This is an optimization exercise on Yosys and OpenROAD, whose aim is small area and a short achievable clock period, not a production implementation. Function was checked by simulation only, so behaviour that the tests miss may differ from the original. Power is estimated from default activity; no workload was simulated.

**design/flow/design.v**
```verilog
module adder_tree
#(
    parameter   NB_IN               = 16,
    parameter   IN_WIDTH            = 16,
    parameter   OUT_WIDTH           = IN_WIDTH+NB_IN,
    parameter   USE_PIPE            = 0
)
(
    input   wire                        clk,
    input   wire                        aresetn,
    input   wire [NB_IN*IN_WIDTH-1:0]   data_in,
    input   wire                        data_in_en,
    output  reg [OUT_WIDTH-1:0]        data_out,
    output  reg                        data_out_en
);
wire s0;
wire c0;
wire s1;
wire c1;
wire s2;
wire c2;
wire s3;
wire c3;
wire s4;
wire c4;
wire s5;
wire c5;
wire s6;
wire c6;
wire s7;
wire c7;
wire s8;
wire c8;
wire s9;
wire c9;
wire s10;
wire c10;
wire s11;
wire c11;
wire s12;
wire c12;
wire s13;
wire c13;
wire s14;
wire c14;
wire s15;
wire c15;
wire s16;
wire c16;
wire s17;
wire c17;
wire s18;
wire c18;
wire s19;
wire c19;
wire s20;
wire c20;
wire s21;
wire c21;
wire s22;
wire c22;
wire s23;
wire c23;
wire s24;
wire c24;
wire s25;
wire c25;
wire s26;
wire c26;
wire s27;
wire c27;
wire s28;
wire c28;
wire s29;
wire c29;
wire s30;
wire c30;
wire s31;
wire c31;
wire s32;
wire c32;
wire s33;
wire c33;
wire s34;
wire c34;
wire s35;
wire c35;
wire s36;
wire c36;
wire s37;
wire c37;
wire s38;
wire c38;
wire s39;
wire c39;
wire s40;
wire c40;
wire s41;
wire c41;
wire s42;
wire c42;
wire s43;
wire c43;
wire s44;
wire c44;
wire s45;
wire c45;
wire s46;
wire c46;
wire s47;
wire c47;
wire s48;
wire c48;
wire s49;
wire c49;
wire s50;
wire c50;
wire s51;
wire c51;
wire s52;
wire c52;
wire s53;
wire c53;
wire s54;
wire c54;
wire s55;
wire c55;
wire s56;
wire c56;
wire s57;
wire c57;
wire s58;
wire c58;
wire s59;
wire c59;
wire s60;
wire c60;
wire s61;
wire c61;
wire s62;
wire c62;
wire s63;
wire c63;
wire s64;
wire c64;
wire s65;
wire c65;
wire s66;
wire c66;
wire s67;
wire c67;
wire s68;
wire c68;
wire s69;
wire c69;
wire s70;
wire c70;
wire s71;
wire c71;
wire s72;
wire c72;
wire s73;
wire c73;
wire s74;
wire c74;
wire s75;
wire c75;
wire s76;
wire c76;
wire s77;
wire c77;
wire s78;
wire c78;
wire s79;
wire c79;
wire s80;
wire c80;
wire s81;
wire c81;
wire s82;
wire c82;
wire s83;
wire c83;
wire s84;
wire c84;
wire s85;
wire c85;
wire s86;
wire c86;
wire s87;
wire c87;
wire s88;
wire c88;
wire s89;
wire c89;
wire s90;
wire c90;
wire s91;
wire c91;
wire s92;
wire c92;
wire s93;
wire c93;
wire s94;
wire c94;
wire s95;
wire c95;
wire s96;
wire c96;
wire s97;
wire c97;
wire s98;
wire c98;
wire s99;
wire c99;
wire s100;
wire c100;
wire s101;
wire c101;
wire s102;
wire c102;
wire s103;
wire c103;
wire s104;
wire c104;
wire s105;
wire c105;
wire s106;
wire c106;
wire s107;
wire c107;
wire s108;
wire c108;
wire s109;
wire c109;
wire s110;
wire c110;
wire s111;
wire c111;
wire s112;
wire c112;
wire s113;
wire c113;
wire s114;
wire c114;
wire s115;
wire c115;
wire s116;
wire c116;
wire s117;
wire c117;
wire s118;
wire c118;
wire s119;
wire c119;
wire s120;
wire c120;
wire s121;
wire c121;
wire s122;
wire c122;
wire s123;
wire c123;
wire s124;
wire c124;
wire s125;
wire c125;
wire s126;
wire c126;
wire s127;
wire c127;
reg [127:0] p1;
wire s128;
wire c128;
wire s129;
wire c129;
wire s130;
wire c130;
wire s131;
wire c131;
wire s132;
wire c132;
wire s133;
wire c133;
wire s134;
wire c134;
wire s135;
wire c135;
wire s136;
wire c136;
wire s137;
wire c137;
wire s138;
wire c138;
wire s139;
wire c139;
wire s140;
wire c140;
wire s141;
wire c141;
wire s142;
wire c142;
wire s143;
wire c143;
wire s144;
wire c144;
wire s145;
wire c145;
wire s146;
wire c146;
wire s147;
wire c147;
wire s148;
wire c148;
wire s149;
wire c149;
wire s150;
wire c150;
wire s151;
wire c151;
wire s152;
wire c152;
wire s153;
wire c153;
wire s154;
wire c154;
wire s155;
wire c155;
wire s156;
wire c156;
wire s157;
wire c157;
wire s158;
wire c158;
wire s159;
wire c159;
wire s160;
wire c160;
wire s161;
wire c161;
wire s162;
wire c162;
wire s163;
wire c163;
wire s164;
wire c164;
wire s165;
wire c165;
wire s166;
wire c166;
wire s167;
wire c167;
wire s168;
wire c168;
wire s169;
wire c169;
wire s170;
wire c170;
wire s171;
wire c171;
wire s172;
wire c172;
wire s173;
wire c173;
wire s174;
wire c174;
wire s175;
wire c175;
wire s176;
wire c176;
wire s177;
wire c177;
wire s178;
wire c178;
wire s179;
wire c179;
wire s180;
wire c180;
wire s181;
wire c181;
wire s182;
wire c182;
wire s183;
wire c183;
wire s184;
wire c184;
wire s185;
wire c185;
wire s186;
wire c186;
wire s187;
wire c187;
wire s188;
wire c188;
wire s189;
wire c189;
wire s190;
wire c190;
wire s191;
wire c191;
wire s192;
wire c192;
wire s193;
wire c193;
wire s194;
wire c194;
wire s195;
wire c195;
wire s196;
wire c196;
wire s197;
wire c197;
wire s198;
wire c198;
wire s199;
wire c199;
wire s200;
wire c200;
wire s201;
wire c201;
wire s202;
wire c202;
wire s203;
wire c203;
wire s204;
wire c204;
wire s205;
wire c205;
wire s206;
wire c206;
wire s207;
wire c207;
wire s208;
wire c208;
wire s209;
wire c209;
wire s210;
wire c210;
wire s211;
wire c211;
wire s212;
wire c212;
wire s213;
wire c213;
wire s214;
wire c214;
wire s215;
wire c215;
wire s216;
wire c216;
wire s217;
wire c217;
wire s218;
wire c218;
wire s219;
wire c219;
wire s220;
wire c220;
reg [34:0] p2;
wire [19:0] cpa_a = {1'b0, p2[33], p2[31], p2[29], p2[27], p2[25], p2[23], p2[21], p2[19], p2[17], p2[15], p2[13], p2[11], p2[10], p2[7], p2[5], p2[4], p2[3], p2[2], p2[0]};
wire [19:0] cpa_b = {1'b0, p2[34], p2[32], p2[30], p2[28], p2[26], p2[24], p2[22], p2[20], p2[18], p2[16], p2[14], p2[12], p2[9], p2[8], p2[6], 1'b0, 1'b0, 1'b0, p2[1]};
wire [19:0] cpa_g = cpa_a & cpa_b;
wire [19:0] cpa_p = cpa_a ^ cpa_b;
wire pg0 = cpa_g[1] | (cpa_p[1] & cpa_g[0]);
wire pp0 = cpa_p[1] & cpa_p[0];
wire pg1 = cpa_g[3] | (cpa_p[3] & cpa_g[2]);
wire pp1 = cpa_p[3] & cpa_p[2];
wire pg2 = cpa_g[5] | (cpa_p[5] & cpa_g[4]);
wire pp2 = cpa_p[5] & cpa_p[4];
wire pg3 = cpa_g[7] | (cpa_p[7] & cpa_g[6]);
wire pp3 = cpa_p[7] & cpa_p[6];
wire pg4 = cpa_g[9] | (cpa_p[9] & cpa_g[8]);
wire pp4 = cpa_p[9] & cpa_p[8];
wire pg5 = cpa_g[11] | (cpa_p[11] & cpa_g[10]);
wire pp5 = cpa_p[11] & cpa_p[10];
wire pg6 = cpa_g[13] | (cpa_p[13] & cpa_g[12]);
wire pp6 = cpa_p[13] & cpa_p[12];
wire pg7 = cpa_g[15] | (cpa_p[15] & cpa_g[14]);
wire pp7 = cpa_p[15] & cpa_p[14];
wire pg8 = cpa_g[17] | (cpa_p[17] & cpa_g[16]);
wire pp8 = cpa_p[17] & cpa_p[16];
wire pg9 = cpa_g[19] | (cpa_p[19] & cpa_g[18]);
wire pp9 = cpa_p[19] & cpa_p[18];
wire pg10 = cpa_g[2] | (cpa_p[2] & pg0);
wire pp10 = cpa_p[2] & pp0;
wire pg11 = pg1 | (pp1 & pg0);
wire pp11 = pp1 & pp0;
wire pg12 = cpa_g[6] | (cpa_p[6] & pg2);
wire pp12 = cpa_p[6] & pp2;
wire pg13 = pg3 | (pp3 & pg2);
wire pp13 = pp3 & pp2;
wire pg14 = cpa_g[10] | (cpa_p[10] & pg4);
wire pp14 = cpa_p[10] & pp4;
wire pg15 = pg5 | (pp5 & pg4);
wire pp15 = pp5 & pp4;
wire pg16 = cpa_g[14] | (cpa_p[14] & pg6);
wire pp16 = cpa_p[14] & pp6;
wire pg17 = pg7 | (pp7 & pg6);
wire pp17 = pp7 & pp6;
wire pg18 = cpa_g[18] | (cpa_p[18] & pg8);
wire pp18 = cpa_p[18] & pp8;
wire pg19 = pg9 | (pp9 & pg8);
wire pp19 = pp9 & pp8;
wire pg20 = cpa_g[4] | (cpa_p[4] & pg11);
wire pp20 = cpa_p[4] & pp11;
wire pg21 = pg2 | (pp2 & pg11);
wire pp21 = pp2 & pp11;
wire pg22 = pg12 | (pp12 & pg11);
wire pp22 = pp12 & pp11;
wire pg23 = pg13 | (pp13 & pg11);
wire pp23 = pp13 & pp11;
wire pg24 = cpa_g[12] | (cpa_p[12] & pg15);
wire pp24 = cpa_p[12] & pp15;
wire pg25 = pg6 | (pp6 & pg15);
wire pp25 = pp6 & pp15;
wire pg26 = pg16 | (pp16 & pg15);
wire pp26 = pp16 & pp15;
wire pg27 = pg17 | (pp17 & pg15);
wire pp27 = pp17 & pp15;
wire pg28 = cpa_g[8] | (cpa_p[8] & pg23);
wire pp28 = cpa_p[8] & pp23;
wire pg29 = pg4 | (pp4 & pg23);
wire pp29 = pp4 & pp23;
wire pg30 = pg14 | (pp14 & pg23);
wire pp30 = pp14 & pp23;
wire pg31 = pg15 | (pp15 & pg23);
wire pp31 = pp15 & pp23;
wire pg32 = pg24 | (pp24 & pg23);
wire pp32 = pp24 & pp23;
wire pg33 = pg25 | (pp25 & pg23);
wire pp33 = pp25 & pp23;
wire pg34 = pg26 | (pp26 & pg23);
wire pp34 = pp26 & pp23;
wire pg35 = pg27 | (pp27 & pg23);
wire pp35 = pp27 & pp23;
wire pg36 = cpa_g[16] | (cpa_p[16] & pg35);
wire pp36 = cpa_p[16] & pp35;
wire pg37 = pg8 | (pp8 & pg35);
wire pp37 = pp8 & pp35;
wire pg38 = pg18 | (pp18 & pg35);
wire pp38 = pp18 & pp35;
wire pg39 = pg19 | (pp19 & pg35);
wire pp39 = pp19 & pp35;
wire [19:0] cpa_s = cpa_p ^ {pg38, pg37, pg36, pg35, pg34, pg33, pg32, pg31, pg30, pg29, pg28, pg23, pg22, pg21, pg20, pg11, pg10, pg0, cpa_g[0], 1'b0};
adder_tree_fa u_fa0 (.a(data_in[0]), .b(data_in[112]), .c(data_in[128]), .s(s0), .co(c0));
adder_tree_fa u_fa1 (.a(data_in[144]), .b(data_in[160]), .c(data_in[16]), .s(s1), .co(c1));
adder_tree_fa u_fa2 (.a(data_in[176]), .b(data_in[192]), .c(data_in[208]), .s(s2), .co(c2));
adder_tree_fa u_fa3 (.a(data_in[224]), .b(data_in[240]), .c(data_in[32]), .s(s3), .co(c3));
adder_tree_fa u_fa4 (.a(data_in[48]), .b(data_in[64]), .c(data_in[80]), .s(s4), .co(c4));
adder_tree_fa u_fa5 (.a(data_in[96]), .b(s0), .c(s1), .s(s5), .co(c5));
adder_tree_fa u_fa6 (.a(s2), .b(s3), .c(s4), .s(s6), .co(c6));
adder_tree_fa u_fa7 (.a(data_in[113]), .b(data_in[129]), .c(data_in[145]), .s(s7), .co(c7));
adder_tree_fa u_fa8 (.a(data_in[161]), .b(data_in[177]), .c(data_in[17]), .s(s8), .co(c8));
adder_tree_fa u_fa9 (.a(data_in[193]), .b(data_in[1]), .c(data_in[209]), .s(s9), .co(c9));
adder_tree_fa u_fa10 (.a(data_in[225]), .b(data_in[241]), .c(data_in[33]), .s(s10), .co(c10));
adder_tree_fa u_fa11 (.a(data_in[49]), .b(data_in[65]), .c(data_in[81]), .s(s11), .co(c11));
adder_tree_fa u_fa12 (.a(data_in[97]), .b(c0), .c(c1), .s(s12), .co(c12));
adder_tree_fa u_fa13 (.a(c2), .b(c3), .c(c4), .s(s13), .co(c13));
adder_tree_fa u_fa14 (.a(s10), .b(s11), .c(s7), .s(s14), .co(c14));
adder_tree_fa u_fa15 (.a(data_in[114]), .b(data_in[130]), .c(data_in[146]), .s(s15), .co(c15));
adder_tree_fa u_fa16 (.a(data_in[162]), .b(data_in[178]), .c(data_in[18]), .s(s16), .co(c16));
adder_tree_fa u_fa17 (.a(data_in[194]), .b(data_in[210]), .c(data_in[226]), .s(s17), .co(c17));
adder_tree_fa u_fa18 (.a(data_in[242]), .b(data_in[2]), .c(data_in[34]), .s(s18), .co(c18));
adder_tree_fa u_fa19 (.a(data_in[50]), .b(data_in[66]), .c(data_in[82]), .s(s19), .co(c19));
adder_tree_fa u_fa20 (.a(data_in[98]), .b(c10), .c(c11), .s(s20), .co(c20));
adder_tree_fa u_fa21 (.a(c7), .b(c8), .c(c9), .s(s21), .co(c21));
adder_tree_fa u_fa22 (.a(s15), .b(s16), .c(s17), .s(s22), .co(c22));
adder_tree_fa u_fa23 (.a(data_in[115]), .b(data_in[131]), .c(data_in[147]), .s(s23), .co(c23));
adder_tree_fa u_fa24 (.a(data_in[163]), .b(data_in[179]), .c(data_in[195]), .s(s24), .co(c24));
adder_tree_fa u_fa25 (.a(data_in[19]), .b(data_in[211]), .c(data_in[227]), .s(s25), .co(c25));
adder_tree_fa u_fa26 (.a(data_in[243]), .b(data_in[35]), .c(data_in[3]), .s(s26), .co(c26));
adder_tree_fa u_fa27 (.a(data_in[51]), .b(data_in[67]), .c(data_in[83]), .s(s27), .co(c27));
adder_tree_fa u_fa28 (.a(data_in[99]), .b(c15), .c(c16), .s(s28), .co(c28));
adder_tree_fa u_fa29 (.a(c17), .b(c18), .c(c19), .s(s29), .co(c29));
adder_tree_fa u_fa30 (.a(s23), .b(s24), .c(s25), .s(s30), .co(c30));
adder_tree_fa u_fa31 (.a(data_in[100]), .b(data_in[116]), .c(data_in[132]), .s(s31), .co(c31));
adder_tree_fa u_fa32 (.a(data_in[148]), .b(data_in[164]), .c(data_in[180]), .s(s32), .co(c32));
adder_tree_fa u_fa33 (.a(data_in[196]), .b(data_in[20]), .c(data_in[212]), .s(s33), .co(c33));
adder_tree_fa u_fa34 (.a(data_in[228]), .b(data_in[244]), .c(data_in[36]), .s(s34), .co(c34));
adder_tree_fa u_fa35 (.a(data_in[4]), .b(data_in[52]), .c(data_in[68]), .s(s35), .co(c35));
adder_tree_fa u_fa36 (.a(data_in[84]), .b(c23), .c(c24), .s(s36), .co(c36));
adder_tree_fa u_fa37 (.a(c25), .b(c26), .c(c27), .s(s37), .co(c37));
adder_tree_fa u_fa38 (.a(s31), .b(s32), .c(s33), .s(s38), .co(c38));
adder_tree_fa u_fa39 (.a(data_in[101]), .b(data_in[117]), .c(data_in[133]), .s(s39), .co(c39));
adder_tree_fa u_fa40 (.a(data_in[149]), .b(data_in[165]), .c(data_in[181]), .s(s40), .co(c40));
adder_tree_fa u_fa41 (.a(data_in[197]), .b(data_in[213]), .c(data_in[21]), .s(s41), .co(c41));
adder_tree_fa u_fa42 (.a(data_in[229]), .b(data_in[245]), .c(data_in[37]), .s(s42), .co(c42));
adder_tree_fa u_fa43 (.a(data_in[53]), .b(data_in[5]), .c(data_in[69]), .s(s43), .co(c43));
adder_tree_fa u_fa44 (.a(data_in[85]), .b(c31), .c(c32), .s(s44), .co(c44));
adder_tree_fa u_fa45 (.a(c33), .b(c34), .c(c35), .s(s45), .co(c45));
adder_tree_fa u_fa46 (.a(s39), .b(s40), .c(s41), .s(s46), .co(c46));
adder_tree_fa u_fa47 (.a(data_in[102]), .b(data_in[118]), .c(data_in[134]), .s(s47), .co(c47));
adder_tree_fa u_fa48 (.a(data_in[150]), .b(data_in[166]), .c(data_in[182]), .s(s48), .co(c48));
adder_tree_fa u_fa49 (.a(data_in[198]), .b(data_in[214]), .c(data_in[22]), .s(s49), .co(c49));
adder_tree_fa u_fa50 (.a(data_in[230]), .b(data_in[246]), .c(data_in[38]), .s(s50), .co(c50));
adder_tree_fa u_fa51 (.a(data_in[54]), .b(data_in[6]), .c(data_in[70]), .s(s51), .co(c51));
adder_tree_fa u_fa52 (.a(data_in[86]), .b(c39), .c(c40), .s(s52), .co(c52));
adder_tree_fa u_fa53 (.a(c41), .b(c42), .c(c43), .s(s53), .co(c53));
adder_tree_fa u_fa54 (.a(s47), .b(s48), .c(s49), .s(s54), .co(c54));
adder_tree_fa u_fa55 (.a(data_in[103]), .b(data_in[119]), .c(data_in[135]), .s(s55), .co(c55));
adder_tree_fa u_fa56 (.a(data_in[151]), .b(data_in[167]), .c(data_in[183]), .s(s56), .co(c56));
adder_tree_fa u_fa57 (.a(data_in[199]), .b(data_in[215]), .c(data_in[231]), .s(s57), .co(c57));
adder_tree_fa u_fa58 (.a(data_in[23]), .b(data_in[247]), .c(data_in[39]), .s(s58), .co(c58));
adder_tree_fa u_fa59 (.a(data_in[55]), .b(data_in[71]), .c(data_in[7]), .s(s59), .co(c59));
adder_tree_fa u_fa60 (.a(data_in[87]), .b(c47), .c(c48), .s(s60), .co(c60));
adder_tree_fa u_fa61 (.a(c49), .b(c50), .c(c51), .s(s61), .co(c61));
adder_tree_fa u_fa62 (.a(s55), .b(s56), .c(s57), .s(s62), .co(c62));
adder_tree_fa u_fa63 (.a(data_in[104]), .b(data_in[120]), .c(data_in[136]), .s(s63), .co(c63));
adder_tree_fa u_fa64 (.a(data_in[152]), .b(data_in[168]), .c(data_in[184]), .s(s64), .co(c64));
adder_tree_fa u_fa65 (.a(data_in[200]), .b(data_in[216]), .c(data_in[232]), .s(s65), .co(c65));
adder_tree_fa u_fa66 (.a(data_in[248]), .b(data_in[24]), .c(data_in[40]), .s(s66), .co(c66));
adder_tree_fa u_fa67 (.a(data_in[56]), .b(data_in[72]), .c(data_in[88]), .s(s67), .co(c67));
adder_tree_fa u_fa68 (.a(data_in[8]), .b(c55), .c(c56), .s(s68), .co(c68));
adder_tree_fa u_fa69 (.a(c57), .b(c58), .c(c59), .s(s69), .co(c69));
adder_tree_fa u_fa70 (.a(s63), .b(s64), .c(s65), .s(s70), .co(c70));
adder_tree_fa u_fa71 (.a(data_in[105]), .b(data_in[121]), .c(data_in[137]), .s(s71), .co(c71));
adder_tree_fa u_fa72 (.a(data_in[153]), .b(data_in[169]), .c(data_in[185]), .s(s72), .co(c72));
adder_tree_fa u_fa73 (.a(data_in[201]), .b(data_in[217]), .c(data_in[233]), .s(s73), .co(c73));
adder_tree_fa u_fa74 (.a(data_in[249]), .b(data_in[25]), .c(data_in[41]), .s(s74), .co(c74));
adder_tree_fa u_fa75 (.a(data_in[57]), .b(data_in[73]), .c(data_in[89]), .s(s75), .co(c75));
adder_tree_fa u_fa76 (.a(data_in[9]), .b(c63), .c(c64), .s(s76), .co(c76));
adder_tree_fa u_fa77 (.a(c65), .b(c66), .c(c67), .s(s77), .co(c77));
adder_tree_fa u_fa78 (.a(s71), .b(s72), .c(s73), .s(s78), .co(c78));
adder_tree_fa u_fa79 (.a(data_in[106]), .b(data_in[10]), .c(data_in[122]), .s(s79), .co(c79));
adder_tree_fa u_fa80 (.a(data_in[138]), .b(data_in[154]), .c(data_in[170]), .s(s80), .co(c80));
adder_tree_fa u_fa81 (.a(data_in[186]), .b(data_in[202]), .c(data_in[218]), .s(s81), .co(c81));
adder_tree_fa u_fa82 (.a(data_in[234]), .b(data_in[250]), .c(data_in[26]), .s(s82), .co(c82));
adder_tree_fa u_fa83 (.a(data_in[42]), .b(data_in[58]), .c(data_in[74]), .s(s83), .co(c83));
adder_tree_fa u_fa84 (.a(data_in[90]), .b(c71), .c(c72), .s(s84), .co(c84));
adder_tree_fa u_fa85 (.a(c73), .b(c74), .c(c75), .s(s85), .co(c85));
adder_tree_fa u_fa86 (.a(s79), .b(s80), .c(s81), .s(s86), .co(c86));
adder_tree_fa u_fa87 (.a(data_in[107]), .b(data_in[11]), .c(data_in[123]), .s(s87), .co(c87));
adder_tree_fa u_fa88 (.a(data_in[139]), .b(data_in[155]), .c(data_in[171]), .s(s88), .co(c88));
adder_tree_fa u_fa89 (.a(data_in[187]), .b(data_in[203]), .c(data_in[219]), .s(s89), .co(c89));
adder_tree_fa u_fa90 (.a(data_in[235]), .b(data_in[251]), .c(data_in[27]), .s(s90), .co(c90));
adder_tree_fa u_fa91 (.a(data_in[43]), .b(data_in[59]), .c(data_in[75]), .s(s91), .co(c91));
adder_tree_fa u_fa92 (.a(data_in[91]), .b(c79), .c(c80), .s(s92), .co(c92));
adder_tree_fa u_fa93 (.a(c81), .b(c82), .c(c83), .s(s93), .co(c93));
adder_tree_fa u_fa94 (.a(s87), .b(s88), .c(s89), .s(s94), .co(c94));
adder_tree_fa u_fa95 (.a(data_in[108]), .b(data_in[124]), .c(data_in[12]), .s(s95), .co(c95));
adder_tree_fa u_fa96 (.a(data_in[140]), .b(data_in[156]), .c(data_in[172]), .s(s96), .co(c96));
adder_tree_fa u_fa97 (.a(data_in[188]), .b(data_in[204]), .c(data_in[220]), .s(s97), .co(c97));
adder_tree_fa u_fa98 (.a(data_in[236]), .b(data_in[252]), .c(data_in[28]), .s(s98), .co(c98));
adder_tree_fa u_fa99 (.a(data_in[44]), .b(data_in[60]), .c(data_in[76]), .s(s99), .co(c99));
adder_tree_fa u_fa100 (.a(data_in[92]), .b(c87), .c(c88), .s(s100), .co(c100));
adder_tree_fa u_fa101 (.a(c89), .b(c90), .c(c91), .s(s101), .co(c101));
adder_tree_fa u_fa102 (.a(s95), .b(s96), .c(s97), .s(s102), .co(c102));
adder_tree_fa u_fa103 (.a(data_in[109]), .b(data_in[125]), .c(data_in[13]), .s(s103), .co(c103));
adder_tree_fa u_fa104 (.a(data_in[141]), .b(data_in[157]), .c(data_in[173]), .s(s104), .co(c104));
adder_tree_fa u_fa105 (.a(data_in[189]), .b(data_in[205]), .c(data_in[221]), .s(s105), .co(c105));
adder_tree_fa u_fa106 (.a(data_in[237]), .b(data_in[253]), .c(data_in[29]), .s(s106), .co(c106));
adder_tree_fa u_fa107 (.a(data_in[45]), .b(data_in[61]), .c(data_in[77]), .s(s107), .co(c107));
adder_tree_fa u_fa108 (.a(data_in[93]), .b(c95), .c(c96), .s(s108), .co(c108));
adder_tree_fa u_fa109 (.a(c97), .b(c98), .c(c99), .s(s109), .co(c109));
adder_tree_fa u_fa110 (.a(s103), .b(s104), .c(s105), .s(s110), .co(c110));
adder_tree_fa u_fa111 (.a(data_in[110]), .b(data_in[126]), .c(data_in[142]), .s(s111), .co(c111));
adder_tree_fa u_fa112 (.a(data_in[14]), .b(data_in[158]), .c(data_in[174]), .s(s112), .co(c112));
adder_tree_fa u_fa113 (.a(data_in[190]), .b(data_in[206]), .c(data_in[222]), .s(s113), .co(c113));
adder_tree_fa u_fa114 (.a(data_in[238]), .b(data_in[254]), .c(data_in[30]), .s(s114), .co(c114));
adder_tree_fa u_fa115 (.a(data_in[46]), .b(data_in[62]), .c(data_in[78]), .s(s115), .co(c115));
adder_tree_fa u_fa116 (.a(data_in[94]), .b(c103), .c(c104), .s(s116), .co(c116));
adder_tree_fa u_fa117 (.a(c105), .b(c106), .c(c107), .s(s117), .co(c117));
adder_tree_fa u_fa118 (.a(s111), .b(s112), .c(s113), .s(s118), .co(c118));
adder_tree_fa u_fa119 (.a(data_in[111]), .b(data_in[127]), .c(data_in[143]), .s(s119), .co(c119));
adder_tree_fa u_fa120 (.a(data_in[159]), .b(data_in[15]), .c(data_in[175]), .s(s120), .co(c120));
adder_tree_fa u_fa121 (.a(data_in[191]), .b(data_in[207]), .c(data_in[223]), .s(s121), .co(c121));
adder_tree_fa u_fa122 (.a(data_in[239]), .b(data_in[255]), .c(data_in[31]), .s(s122), .co(c122));
adder_tree_fa u_fa123 (.a(data_in[47]), .b(data_in[63]), .c(data_in[79]), .s(s123), .co(c123));
adder_tree_fa u_fa124 (.a(data_in[95]), .b(c111), .c(c112), .s(s124), .co(c124));
adder_tree_fa u_fa125 (.a(c113), .b(c114), .c(c115), .s(s125), .co(c125));
adder_tree_fa u_fa126 (.a(s119), .b(s120), .c(s121), .s(s126), .co(c126));
adder_tree_fa u_fa127 (.a(c119), .b(c120), .c(c121), .s(s127), .co(c127));
adder_tree_fa u_fa128 (.a(p1[2]), .b(p1[3]), .c(p1[4]), .s(s128), .co(c128));
adder_tree_fa u_fa129 (.a(p1[5]), .b(p1[6]), .c(p1[7]), .s(s129), .co(c129));
adder_tree_fa u_fa130 (.a(p1[8]), .b(s128), .c(s129), .s(s130), .co(c130));
adder_tree_fa u_fa131 (.a(p1[10]), .b(p1[11]), .c(p1[12]), .s(s131), .co(c131));
adder_tree_fa u_fa132 (.a(p1[13]), .b(p1[14]), .c(p1[15]), .s(s132), .co(c132));
adder_tree_fa u_fa133 (.a(p1[16]), .b(p1[9]), .c(c128), .s(s133), .co(c133));
adder_tree_fa u_fa134 (.a(c129), .b(s131), .c(s132), .s(s134), .co(c134));
adder_tree_fa u_fa135 (.a(s133), .b(c130), .c(s134), .s(s135), .co(c135));
adder_tree_fa u_fa136 (.a(p1[17]), .b(p1[18]), .c(p1[19]), .s(s136), .co(c136));
adder_tree_fa u_fa137 (.a(p1[20]), .b(p1[21]), .c(p1[22]), .s(s137), .co(c137));
adder_tree_fa u_fa138 (.a(p1[23]), .b(p1[24]), .c(c131), .s(s138), .co(c138));
adder_tree_fa u_fa139 (.a(c132), .b(s136), .c(s137), .s(s139), .co(c139));
adder_tree_fa u_fa140 (.a(c133), .b(s138), .c(c134), .s(s140), .co(c140));
adder_tree_fa u_fa141 (.a(s139), .b(s140), .c(c135), .s(s141), .co(c141));
adder_tree_fa u_fa142 (.a(p1[25]), .b(p1[26]), .c(p1[27]), .s(s142), .co(c142));
adder_tree_fa u_fa143 (.a(p1[28]), .b(p1[29]), .c(p1[30]), .s(s143), .co(c143));
adder_tree_fa u_fa144 (.a(p1[31]), .b(p1[32]), .c(c136), .s(s144), .co(c144));
adder_tree_fa u_fa145 (.a(c137), .b(s142), .c(s143), .s(s145), .co(c145));
adder_tree_fa u_fa146 (.a(c138), .b(s144), .c(c139), .s(s146), .co(c146));
adder_tree_fa u_fa147 (.a(s145), .b(c140), .c(s146), .s(s147), .co(c147));
adder_tree_fa u_fa148 (.a(p1[33]), .b(p1[34]), .c(p1[35]), .s(s148), .co(c148));
adder_tree_fa u_fa149 (.a(p1[36]), .b(p1[37]), .c(p1[38]), .s(s149), .co(c149));
adder_tree_fa u_fa150 (.a(p1[39]), .b(p1[40]), .c(c142), .s(s150), .co(c150));
adder_tree_fa u_fa151 (.a(c143), .b(s148), .c(s149), .s(s151), .co(c151));
adder_tree_fa u_fa152 (.a(c144), .b(s150), .c(c145), .s(s152), .co(c152));
adder_tree_fa u_fa153 (.a(s151), .b(c146), .c(s152), .s(s153), .co(c153));
adder_tree_fa u_fa154 (.a(p1[41]), .b(p1[42]), .c(p1[43]), .s(s154), .co(c154));
adder_tree_fa u_fa155 (.a(p1[44]), .b(p1[45]), .c(p1[46]), .s(s155), .co(c155));
adder_tree_fa u_fa156 (.a(p1[47]), .b(p1[48]), .c(c148), .s(s156), .co(c156));
adder_tree_fa u_fa157 (.a(c149), .b(s154), .c(s155), .s(s157), .co(c157));
adder_tree_fa u_fa158 (.a(c150), .b(s156), .c(c151), .s(s158), .co(c158));
adder_tree_fa u_fa159 (.a(s157), .b(c152), .c(s158), .s(s159), .co(c159));
adder_tree_fa u_fa160 (.a(p1[49]), .b(p1[50]), .c(p1[51]), .s(s160), .co(c160));
adder_tree_fa u_fa161 (.a(p1[52]), .b(p1[53]), .c(p1[54]), .s(s161), .co(c161));
adder_tree_fa u_fa162 (.a(p1[55]), .b(p1[56]), .c(c154), .s(s162), .co(c162));
adder_tree_fa u_fa163 (.a(c155), .b(s160), .c(s161), .s(s163), .co(c163));
adder_tree_fa u_fa164 (.a(c156), .b(s162), .c(c157), .s(s164), .co(c164));
adder_tree_fa u_fa165 (.a(s163), .b(c158), .c(s164), .s(s165), .co(c165));
adder_tree_fa u_fa166 (.a(p1[57]), .b(p1[58]), .c(p1[59]), .s(s166), .co(c166));
adder_tree_fa u_fa167 (.a(p1[60]), .b(p1[61]), .c(p1[62]), .s(s167), .co(c167));
adder_tree_fa u_fa168 (.a(p1[63]), .b(p1[64]), .c(c160), .s(s168), .co(c168));
adder_tree_fa u_fa169 (.a(c161), .b(s166), .c(s167), .s(s169), .co(c169));
adder_tree_fa u_fa170 (.a(c162), .b(s168), .c(c163), .s(s170), .co(c170));
adder_tree_fa u_fa171 (.a(s169), .b(c164), .c(s170), .s(s171), .co(c171));
adder_tree_fa u_fa172 (.a(p1[65]), .b(p1[66]), .c(p1[67]), .s(s172), .co(c172));
adder_tree_fa u_fa173 (.a(p1[68]), .b(p1[69]), .c(p1[70]), .s(s173), .co(c173));
adder_tree_fa u_fa174 (.a(p1[71]), .b(p1[72]), .c(c166), .s(s174), .co(c174));
adder_tree_fa u_fa175 (.a(c167), .b(s172), .c(s173), .s(s175), .co(c175));
adder_tree_fa u_fa176 (.a(c168), .b(s174), .c(c169), .s(s176), .co(c176));
adder_tree_fa u_fa177 (.a(s175), .b(c170), .c(s176), .s(s177), .co(c177));
adder_tree_fa u_fa178 (.a(p1[73]), .b(p1[74]), .c(p1[75]), .s(s178), .co(c178));
adder_tree_fa u_fa179 (.a(p1[76]), .b(p1[77]), .c(p1[78]), .s(s179), .co(c179));
adder_tree_fa u_fa180 (.a(p1[79]), .b(p1[80]), .c(c172), .s(s180), .co(c180));
adder_tree_fa u_fa181 (.a(c173), .b(s178), .c(s179), .s(s181), .co(c181));
adder_tree_fa u_fa182 (.a(c174), .b(s180), .c(c175), .s(s182), .co(c182));
adder_tree_fa u_fa183 (.a(s181), .b(c176), .c(s182), .s(s183), .co(c183));
adder_tree_fa u_fa184 (.a(p1[81]), .b(p1[82]), .c(p1[83]), .s(s184), .co(c184));
adder_tree_fa u_fa185 (.a(p1[84]), .b(p1[85]), .c(p1[86]), .s(s185), .co(c185));
adder_tree_fa u_fa186 (.a(p1[87]), .b(p1[88]), .c(c178), .s(s186), .co(c186));
adder_tree_fa u_fa187 (.a(c179), .b(s184), .c(s185), .s(s187), .co(c187));
adder_tree_fa u_fa188 (.a(c180), .b(s186), .c(c181), .s(s188), .co(c188));
adder_tree_fa u_fa189 (.a(s187), .b(c182), .c(s188), .s(s189), .co(c189));
adder_tree_fa u_fa190 (.a(p1[89]), .b(p1[90]), .c(p1[91]), .s(s190), .co(c190));
adder_tree_fa u_fa191 (.a(p1[92]), .b(p1[93]), .c(p1[94]), .s(s191), .co(c191));
adder_tree_fa u_fa192 (.a(p1[95]), .b(p1[96]), .c(c184), .s(s192), .co(c192));
adder_tree_fa u_fa193 (.a(c185), .b(s190), .c(s191), .s(s193), .co(c193));
adder_tree_fa u_fa194 (.a(c186), .b(s192), .c(c187), .s(s194), .co(c194));
adder_tree_fa u_fa195 (.a(s193), .b(c188), .c(s194), .s(s195), .co(c195));
adder_tree_fa u_fa196 (.a(p1[100]), .b(p1[101]), .c(p1[102]), .s(s196), .co(c196));
adder_tree_fa u_fa197 (.a(p1[103]), .b(p1[104]), .c(p1[97]), .s(s197), .co(c197));
adder_tree_fa u_fa198 (.a(p1[98]), .b(p1[99]), .c(c190), .s(s198), .co(c198));
adder_tree_fa u_fa199 (.a(c191), .b(s196), .c(s197), .s(s199), .co(c199));
adder_tree_fa u_fa200 (.a(c192), .b(s198), .c(c193), .s(s200), .co(c200));
adder_tree_fa u_fa201 (.a(s199), .b(c194), .c(s200), .s(s201), .co(c201));
adder_tree_fa u_fa202 (.a(p1[105]), .b(p1[106]), .c(p1[107]), .s(s202), .co(c202));
adder_tree_fa u_fa203 (.a(p1[108]), .b(p1[109]), .c(p1[110]), .s(s203), .co(c203));
adder_tree_fa u_fa204 (.a(p1[111]), .b(p1[112]), .c(c196), .s(s204), .co(c204));
adder_tree_fa u_fa205 (.a(c197), .b(s202), .c(s203), .s(s205), .co(c205));
adder_tree_fa u_fa206 (.a(c198), .b(s204), .c(c199), .s(s206), .co(c206));
adder_tree_fa u_fa207 (.a(s205), .b(c200), .c(s206), .s(s207), .co(c207));
adder_tree_fa u_fa208 (.a(p1[113]), .b(p1[114]), .c(p1[115]), .s(s208), .co(c208));
adder_tree_fa u_fa209 (.a(p1[116]), .b(p1[117]), .c(p1[118]), .s(s209), .co(c209));
adder_tree_fa u_fa210 (.a(p1[119]), .b(p1[120]), .c(c202), .s(s210), .co(c210));
adder_tree_fa u_fa211 (.a(c203), .b(s208), .c(s209), .s(s211), .co(c211));
adder_tree_fa u_fa212 (.a(c204), .b(s210), .c(c205), .s(s212), .co(c212));
adder_tree_fa u_fa213 (.a(s211), .b(c206), .c(s212), .s(s213), .co(c213));
adder_tree_fa u_fa214 (.a(p1[121]), .b(p1[122]), .c(p1[123]), .s(s214), .co(c214));
adder_tree_fa u_fa215 (.a(p1[124]), .b(p1[125]), .c(p1[126]), .s(s215), .co(c215));
adder_tree_fa u_fa216 (.a(c208), .b(c209), .c(s214), .s(s216), .co(c216));
adder_tree_fa u_fa217 (.a(s215), .b(c210), .c(c211), .s(s217), .co(c217));
adder_tree_fa u_fa218 (.a(s216), .b(c212), .c(s217), .s(s218), .co(c218));
adder_tree_fa u_fa219 (.a(p1[127]), .b(c214), .c(c215), .s(s219), .co(c219));
adder_tree_fa u_fa220 (.a(s219), .b(c216), .c(c217), .s(s220), .co(c220));
always @(posedge clk) begin
    p1 <= {c127, s127, c126, c125, c124, c123, c122, s126, s125, c118, s124, c117, c116, s123, s122, s118, s117, c110, s116, c109, c108, s115, s114, s110, s109, c102, s108, c101, c100, s107, s106, s102, s101, c94, s100, c93, c92, s99, s98, s94, s93, c86, s92, c85, c84, s91, s90, s86, s85, c78, s84, c77, c76, s83, s82, s78, s77, c70, s76, c69, c68, s75, s74, s70, s69, c62, s68, c61, c60, s67, s66, s62, s61, c54, s60, c53, c52, s59, s58, s54, s53, c46, s52, c45, c44, s51, s50, s46, s45, c38, s44, c37, c36, s43, s42, s38, s37, c30, s36, c29, c28, s35, s34, s30, s29, c22, s28, c21, c20, s27, s26, s22, s21, c14, s20, c13, c12, s19, s18, s14, s13, c6, c5, s12, s9, s8, s6, s5};
    p2 <= {c220, c219, s220, c218, s218, c213, s213, c207, s207, c201, s201, c195, s195, c189, s189, c183, s183, c177, s177, c171, s171, c165, s165, c159, s159, c153, s153, c147, s147, c141, s141, s135, s130, p1[1], p1[0]};
    data_out <= {12'd0, cpa_s};
end
reg [1:0] en_pipe;
always @(posedge clk or negedge aresetn) begin
    if (!aresetn) begin
        en_pipe <= 0;
        data_out_en <= 1'b0;
    end else begin
        en_pipe <= {en_pipe[0:0], data_in_en};
        data_out_en <= en_pipe[1];
    end
end
endmodule
module adder_tree_fa (input wire a, input wire b, input wire c, output wire s, output wire co);
assign s  = a ^ b ^ c;
assign co = (a & b) | (a & c) | (b & c);
endmodule
```
**design/flow/flow/run.sh**
```bash
#!/bin/bash
# Own layout flow: the standard ORFS flow (standard.sh, unchanged synthesis),
# with the port buffers chosen explicitly (small buf_1 on inputs, buf_2 on outputs)
# instead of the default clkdlybuf4s50_1 delay buffers.
set -euo pipefail
here=$(pwd)
export PRE_GLOBAL_PLACE_TCL=$here/flow/pre_gp.tcl
export SKIP_REPAIR_TIE_FANOUT=1
export CTS_ARGS="-sink_clustering_enable -repair_clock_nets -dont_use_dummy_load -buf_list sky130_fd_sc_hd__clkbuf_8"
bash standard.sh > $here/orfs_flow.log 2>&1
```
**design/flow/flow/pre_gp.tcl**
```tcl
# Sourced by ORFS global_place.tcl before it buffers the ports: make its
# buffer_ports call put buf_1 on every input and buf_2 on every output.
rename buffer_ports orfs_buffer_ports
proc buffer_ports { args } {
  orfs_buffer_ports -inputs -buffer_cell sky130_fd_sc_hd__buf_1
  orfs_buffer_ports -outputs -buffer_cell sky130_fd_sc_hd__buf_2
}
```
**design/flow/standard.sh**
```bash
#!/bin/bash
# synth_recipe.tcl (not shown) runs the flow's synth.tcl, then flattens the netlist and writes it again
# the make line also repeats each setting of config.mk as NAME=value (left out here)
make -C /OpenROAD-flow-scripts/flow DESIGN_CONFIG=/design/flow/config.mk WORK_HOME=/design/flow/orfs CLKGATE_MAP_FILE= SYNTH_SCRIPT=/design/flow/synth_recipe.tcl "${@:-finish}"
```
**design/flow/config.mk**
```make
export PLATFORM = sky130hd
export DESIGN_NAME = adder_tree
export DESIGN_NICKNAME = adder_tree
export VERILOG_FILES = /design/flow/design.v
export SDC_FILE = /design/flow/constraint.sdc
export NUM_CORES = 4
export LEC_CHECK = 0
export CAP_MARGIN = 20
export CORE_MARGIN = 2
export CORE_UTILIZATION = 60
export SLEW_MARGIN = 20
export SYNTH_HIERARCHICAL = 1
export SYNTH_MINIMUM_KEEP_SIZE = 0
```
**design/flow/constraint.sdc**
```tcl
create_clock -name core_clock -period 7.0 [get_ports {clk}]
set_input_delay 1.4000 -clock core_clock [delete_from_list [all_inputs] [get_ports {clk}]]
set_output_delay 1.4000 -clock core_clock [all_outputs]
set_load 0.01 [all_outputs]
```
==> results of run 1 <==
-- how the worst min path moves through the flow --
stage	startpoint	to	slack [ns]	depth (start not counted)
floorplan	p1[0]	p2[0]	0.31	0
CTS	p1[0]	p2[0]	0.34	0
global placement	p1[0]	p2[0]	0.31	0
finish	p1[0]	p2[0]	0.33	0
detailed placement	p1[0]	p2[0]	0.32	0
global route	p1[0]	p2[0]	0.35	0
-- Yosys stat by module, one instance, submodules excluded --
module	flops+latches	cells inside	area [sq um]	copies in the design
adder_tree_fa	0	1	20.02	221
adder_tree	186	278	4502	1
-- Yosys cell counts, types with 3 or more instances --
library cell	count
fa_1	224
dfxtp_1	183
ha_1	18
buf_4	12
inv_1	8
a21oi_1	7
nor2_1	6
xnor2_1	6
nand2_1	4
dfrtp_1	3
o21a_1	3
xor2_1	3
-- where the power goes --
| part | leakage [nW] | switching (mW) | internal, mW |
|---|---|---|---|
| registers | 1.58 | 0.157 | 1.46 |
| clock network | 0.122 | 0.302 | 0.215 |
| logic | 2.34 | 0.966 | 0.915 |
-- state kept, by name (all words and copies together) (netlist names) --
signal	cells
data_out_en	1
p2	35
data_out	20
en_pipe	2
p1	128
-- per-layer routing --
layer | global-route usage [%] | wire (um)
met1 | 24.58 | 5396
met2 | 38.17 | 7960
met3 | 4.503 | 869
met4 | 7.628 | 352
met5 | 0 | 0
-- layout make-up --
cell class,instances,area [sq um],share of cell area (%)
Tap cell,184,230.2,2.219
Clock buffer,17,234.0,2.255
Sequential cell,186,3739,36.04
Inverter,8,30.03,0.2895
Multi-Input combinational cell,293,5067,48.85
Timing Repair Buffer,279,1074,10.35
-- critical path, cell delays in order (launching register included) --
cell,delay (ns)
dfxtp_1,0.39
fa_1,0.48
fa_1,0.42
fa_1,0.53
fa_1,0.41
-- cells by family after synthesis --
logic type / count (synthesis)
buffers and inverters: 20
other: 1
DFF: 186
and+or+nand+nor: 17
adders and majority gates: 242
xor gates and xnor gates: 10
AOI/OAI and AO/OA: 23
-- per-stage QoR --
stage	utilization [%]	power (mW)	instances	hold slack, ns
2_1_floorplan	-	2.956	499	0.3096
3_3_place_gp	69.77	3.487	950	0.3134
3_5_place_dp	69.77	3.580	950	0.3217
4_1_cts	71.38	4.105	967	0.3356
5_1_grt	71.38	4.465	967	0.3507
6_report	71.38	4.011	967	0.3337
==> results by group, run 1 <==
Clocking
  • CTS Sinks: 186
  • Root Driver: clkbuf_8
  • Cts repair resizes: 0
  • Skew-Pair Late Insertion Delay: 0.45 ns
  • H-tree levels: 4
  • CTS buffer count: 17
  • TritonCTS clock tree: done
  • Worst-path clk slew: 0.08 ns
  • CTS Hold Buffers Added: 0
  • Post-CTS setup buffers: 0
  • CTS Buffer Depth: 2

Setup path
  • Crit path kind: flop to flop
  • CP endpoint kind: flop
  • End point of the critical path: p2[8]
  • Worst Path Arrival: 2.66 ns
  • R2r setup slk: 4.65 ns
  • RR Endpoint: p2[8]
  • RR Startpoint: p1[27]
  • Reg2reg path depth: 4
  • Worst EP required: 7.31 ns
  • CP startpoint kind: flop
  • Worst setup path start: p1[27]
  • Critical Path Fanout Max: 1

Final layout
  • Commonest non-fill, non-tap cell in the layout: buf_1
  • Antenna diode count: 0
  • Fraction of layout cells with a size suffix above 1: 5.747%
  • Fillers: 1,034
  • Most frequent cells in the layout: 258 x buf_1, 224 x fa_1, 183 x dfxtp_1
  • Synthesis-to-layout area growth: 16.22%
  • Design Area, Final: 10,370 sq um
  • Final nets: 1,286

Place
  • Port Buf Inserts: 279
  • DPL Wire Length: 13,180 um
  • Pre-CTS WS: 4.348 ns
  • Placed Instance Area: 10,140 sq um
  • Final GP Congestion: 0.8065

Logic synthesis
  • XOR/XNOR Fraction of Synth Area: 1.065%
  • #FFs+latches synth: 186
  • Synthesized Nets: 1,000
  • Largest family of logic cells by synthesized area: adder cells
  • Syn Std Cell Area: 8926 sq um
  • Synth Area in Compound Gates: 1.920%
  • Fraction of registers with async set or reset after synthesis: 1.613%
  • Synth cell types: 31
  • Synth Warn #: 7
  • Syn avg cell area: 17.89 sq um
  • Synth Area in Adders: 52.76%
  • Yosys top cell area share: 50.24%
  • Sequential cell area fraction in the yosys report: 41.88%
  • Cells after synthesis: 499
  • Yosys top cell by area: fa_1
  • Most used DFF post-synth: dfxtp_1
  • Post-Synth Simple-Gate Area: 0.9812%
  • Multiplexer share of the synthesized area: 0%
  • Top cells by area, synth: fa_1 50%, dfxtp_1 41%, ha_1 2.5%
  • Post-synth EDFFs: 0

Floorplan
  • Num rows: 44
  • Core ar.: 14,530 sq um
  • Die X: 126.0 um
  • Starting density of the core: 61.42%
  • Die height: 126.0 um
  • Die ar.: 15,870 sq um
  • I/O Pins: 292

Detailed routing
  • Vias/cell: 4.772
  • Final wirelength: 14,580 um
  • Drc violations: 0
  • 1st-pass router iterations: 4
  • Total number of vias: 4,615
  • Routed Antenna Nets: 0
  • Drt initial violations: 129
  • Routed wire per std cell: 15.08 um

STA
  • Fmax: 425.0 MHz
  • Skew final: 0.02091 ns
  • Final period util: 33.61%
  • Hold Fails Final Rpt: 0
  • RSZ-0062 raised after global routing: no
  • Setup TNS: 0 ns
  • Post-layout min period: 2.353 ns
  • Final Worst Setup Slack: 4.647 ns
  • Final Slew Violations: 0
  • Final setup fails: 0

Flow run
  • Maxcap violations: 0

GRT
  • Total GRT Usage: 20.97%
  • GRT overflow: 0
  • Initial antenna violation count: 0
  • First-pass GRT wire length: 25,190 um
  • Largest net degree at the start of global routing: 17
  • Number of global-route vias before repair: 5,672

Power
  • Maximum vdd drop: 0.1987 mV
  • PwrDens: 386.6 nW/um^2
  • P_leak: 4.044 nW

Worst hold path
  • Hold crit path type: flop to flop

Status
  • Outcome: complete, no violations
==> inputs of run 2 (changes only) <==
==> design/flow/flow/run.sh (replaced) <==
#!/bin/bash
# Own layout flow: the standard ORFS flow (standard.sh, unchanged synthesis)
# with three changes:
#  - the port buffers are chosen explicitly (buf_1 on inputs, buf_2 on outputs)
#    instead of the default clkdlybuf4s50_1 delay buffers (flow/pre_gp.tcl);
#  - one tie cell drives all the constant outputs (no tie fanout repair);
#  - the clock tree uses clkbuf_8 buffers and no dummy loads.
set -euo pipefail
here=$(pwd)
export PRE_GLOBAL_PLACE_TCL=$here/flow/pre_gp.tcl
export SKIP_REPAIR_TIE_FANOUT=1
export CTS_ARGS="-sink_clustering_enable -repair_clock_nets -dont_use_dummy_load -buf_list sky130_fd_sc_hd__clkbuf_8"
bash standard.sh > $here/orfs_flow.log 2>&1
==> results by group, run 2 <==
Status
  • Outcome: complete, no violations

Final layout
  • Antenna diode count: 0 (unchanged)
  • Fraction of layout cells with a size suffix above 1: 5.747% (unchanged)
  • Commonest non-fill, non-tap cell in the layout: buf_1
  • Synthesis-to-layout area growth: 16.22% (unchanged)
  • Fin cells: 967 (unchanged)
  • Largest regs: p1 (128), p2 (35), data_out (20)
  • Final nets: 1,286 (unchanged)
  • Design Area, Final: 10,370 sq um (unchanged)
  • Largest Register: p1
  • Final Core Density: 71.38% (unchanged)
  • Fillers: 1,034 (unchanged)
  • Max reg flops: 128 (unchanged)
  • Footprint of the multi-input gates: 5067 sq um (unchanged)
  • Reg area: 3739 sq um (unchanged)
  • Most frequent cells in the layout: 258 x buf_1, 224 x fa_1, 183 x dfxtp_1

Setup path
  • Critical path's slowest cell: fa_1
  • CP Buf/Inv Count: 0 (unchanged)
  • Crit path kind: flop to flop
  • Most frequent CP cell: fa_1
  • Crit-path cells: fa_1 > fa_1 > fa_1 > fa_1
  • CP endpoint kind: flop
  • CP max stage delay: 0.53 ns (about the same)
  • Largest delay share family, worst path: adder cells
  • Worst path depth: 4 (unchanged)
  • Worst Path Arrival: 2.66 ns (about the same)
  • Worst EP required: 7.31 ns (about the same)
  • Reg2reg path depth: 4 (unchanged)
  • CP startpoint kind: flop
  • Critical Path Fanout Max: 1 (unchanged)

Logic synthesis
  • Syn Std Cell Area: 8926 sq um (unchanged)
  • Synth cell types: 31 (unchanged)
  • Synthesized Nets: 1,000 (unchanged)
  • Most numerous cell in the Yosys netlist: fa_1
  • Post-synth top cells: 224 x fa_1, 183 x dfxtp_1, 18 x ha_1
  • Top cells by area, synth: fa_1 50%, dfxtp_1 41%, ha_1 2.5%
  • Yosys top cell area share: 50.24% (unchanged)
  • Sequential cell area fraction in the yosys report: 41.88% (unchanged)
  • Most used DFF post-synth: dfxtp_1
  • Fraction of registers with async set or reset after synthesis: 1.613% (unchanged)
  • #FFs+latches synth: 186 (unchanged)
  • Cells after synthesis: 499 (unchanged)
  • Syn avg cell area: 17.89 sq um (unchanged)
  • Synth Warn #: 7 (unchanged)
  • Post-synth EDFFs: 0 (unchanged)
  • Yosys top cell by area: fa_1

Power
  • P_leak: 4.044 nW (unchanged)
  • Clock power share: 12.9% (about the same)
  • Tot Pwr: 4.011 mW (unchanged)
  • Sequential Power Share: 40.2% (about the same)
  • Pint: 2.585 mW (unchanged)
  • PwrDens: 386.6 nW/um^2 (unchanged)
  • NetSw: 1.426 mW (unchanged)
  • Maximum vdd drop: 0.1987 mV (unchanged)
  • Switch share: 35.55% (unchanged)
  • Comb pwr share: 46.9% (about the same)

STA
  • Setup TNS: 0 ns (unchanged)
  • Post-layout min period: 2.353 ns (unchanged)
  • Final period util: 33.61% (unchanged)
  • RSZ-0062 raised after global routing: no
  • Hold Fails Final Rpt: 0 (unchanged)
  • Final Slew Violations: 0 (unchanged)
  • Fmax: 425.0 MHz (unchanged)
  • Final setup fails: 0 (unchanged)
  • Skew final: 0.02091 ns (unchanged)

Place
  • Final GP Congestion: 0.8065 (unchanged)
  • DPL Wire Length: 13,180 um (unchanged)
  • Port Buf Inserts: 279 (unchanged)
  • Placed Instance Area: 10,140 sq um (unchanged)
  • Cells after DPL: 950 (unchanged)

Clocking
  • CTS buffer count: 17 (unchanged)
  • CTS Buffer Depth: 2 (unchanged)
  • TritonCTS clock tree: done
  • Skew-Pair Late Insertion Delay: 0.45 ns (about the same)
  • Worst-path clk slew: 0.08 ns (about the same)
  • CTS Hold Buffers Added: 0 (unchanged)
  • H-tree levels: 4 (unchanged)
  • Root Driver: clkbuf_8
  • Cts repair resizes: 0 (unchanged)
  • Post-CTS setup buffers: 0 (unchanged)
  • CTS Sinks: 186 (unchanged)

Floorplan
  • I/O Pins: 292 (unchanged)
  • Die X: 126.0 um (unchanged)
  • Starting density of the core: 61.42% (unchanged)
  • Die ar.: 15,870 sq um (unchanged)
  • Core ar.: 14,530 sq um (unchanged)
  • Num rows: 44 (unchanged)
  • Die height: 126.0 um (unchanged)

Detailed routing
  • 1st-pass router iterations: 4 (unchanged)
  • Drc violations: 0 (unchanged)
  • Total number of vias: 4,615 (unchanged)
  • Vias/cell: 4.772 (unchanged)
  • Final wirelength: 14,580 um (unchanged)
  • Routed wire per std cell: 15.08 um (unchanged)
  • Drt initial violations: 129 (unchanged)
  • Routed Antenna Nets: 0 (unchanged)

Worst hold path
  • Hold Path Cell Cnt: 0 (unchanged)
  • Hold crit path type: flop to flop

GRT
  • Total GRT Usage: 20.97% (unchanged)
  • Initial antenna violation count: 0 (unchanged)
  • Largest net degree at the start of global routing: 17 (unchanged)
  • Number of global-route vias before repair: 5,672 (unchanged)
  • GRT overflow: 0 (unchanged)
  • First-pass GRT wire length: 25,190 um (unchanged)

Flow run
  • Maxcap violations: 0 (unchanged)
-- run 2: worst paths after layout --
check                             endpoint  slack (ns)  startpoint
worst max-delay path                 p2[8]        4.65      p1[27]
worst min-delay path                 p2[0]        0.33       p1[0]
worst max register to register       p2[8]        4.65      p1[27]
worst min register to register       p2[0]        0.33       p1[0]
max in group asynchronous       en_pipe[0]        6.12     aresetn
min in group asynchronous       en_pipe[1]        0.74     aresetn
-- run 2: layout make-up --
class	count	area share (%)
repair buffers	279	10.35
clock buffers	17	2.255
inverters	8	0.2895
flip-flops and latches	186	36.04
well taps	184	2.219
multi-input cells	293	48.85
-- run 2: metal layers --
metal | GRT usage (%) | wire (um)
met1 | 24.58 | 5396
met2 | 38.17 | 7960
met3 | 4.503 | 869
met4 | 7.628 | 352
met5 | 0 | 0
-- run 2: cells by family after synthesis --
group	after synthesis	share of synthesized area [%]
adders and majority gates	242	52.76
DFF	186	41.88
AOI/OAI and AO/OA	23	1.920
buffers and inverters	20	1.346
and+or+nand+nor	17	0.9811
xor gates and xnor gates	10	1.065
other	1	0.04201
-- run 2: per-stage QoR --
step,setup WS (ns),hold slack [ns]
after CTS,4.617,0.3356
after global placement,4.383,0.3134
after detailed placement,4.348,0.3217
after global routing,4.593,0.3507
after floorplan,4.515,0.3096
final,4.647,0.3337
-- run 2: power by group through the flow --
stage / clock (mW) / combinational (mW) / sequential, mW
6_report: 0.517 / 1.88 / 1.61
5_1_grt: 0.576 / 2.24 / 1.65
4_1_cts: 0.537 / 1.95 / 1.62
3_5_place_dp: 0 / 1.94 / 1.64
3_3_place_gp: 0 / 1.85 / 1.64
2_1_floorplan: 0 / 1.32 / 1.63
-- run 2: per-module statistics from Yosys (local to each module, per instance) --
module / copies in the design / flops+latches / area (sq um) / cells inside
adder_tree: 1 / 186 / 4502 / 278
adder_tree_fa: 221 / 0 / 20.02 / 1

## port drivers added, routing unchanged
How much do the figures lean on ideal ports? The routed layouts below were timed once more, with nothing changed but the port constraints. Step 1 sets driving cells, clkbuf_16 on the clock port and buf_2 on the other inputs (assumed; they add their load-dependent delay and slew). Step 2 adds t to the input delays and takes it off the output delays; t is the mean of the earliest and latest rising clock arrival at the registers after step 1. Input paths then give back, and output paths get back, about the clock's delay inside the block. a / b / c = ideal / step 1 / step 2; a / b = the first two.
run | t (ns) | setup WS [ns] | worst register clock-pin slew, ns
run 1 | 0.472 | 4.647 / 4.621 / 4.350 | 0.09 / 0.09
run 2 | 0.472 | 4.647 / 4.621 / 4.350 | 0.09 / 0.09
After both steps every run listed still meets setup and hold.
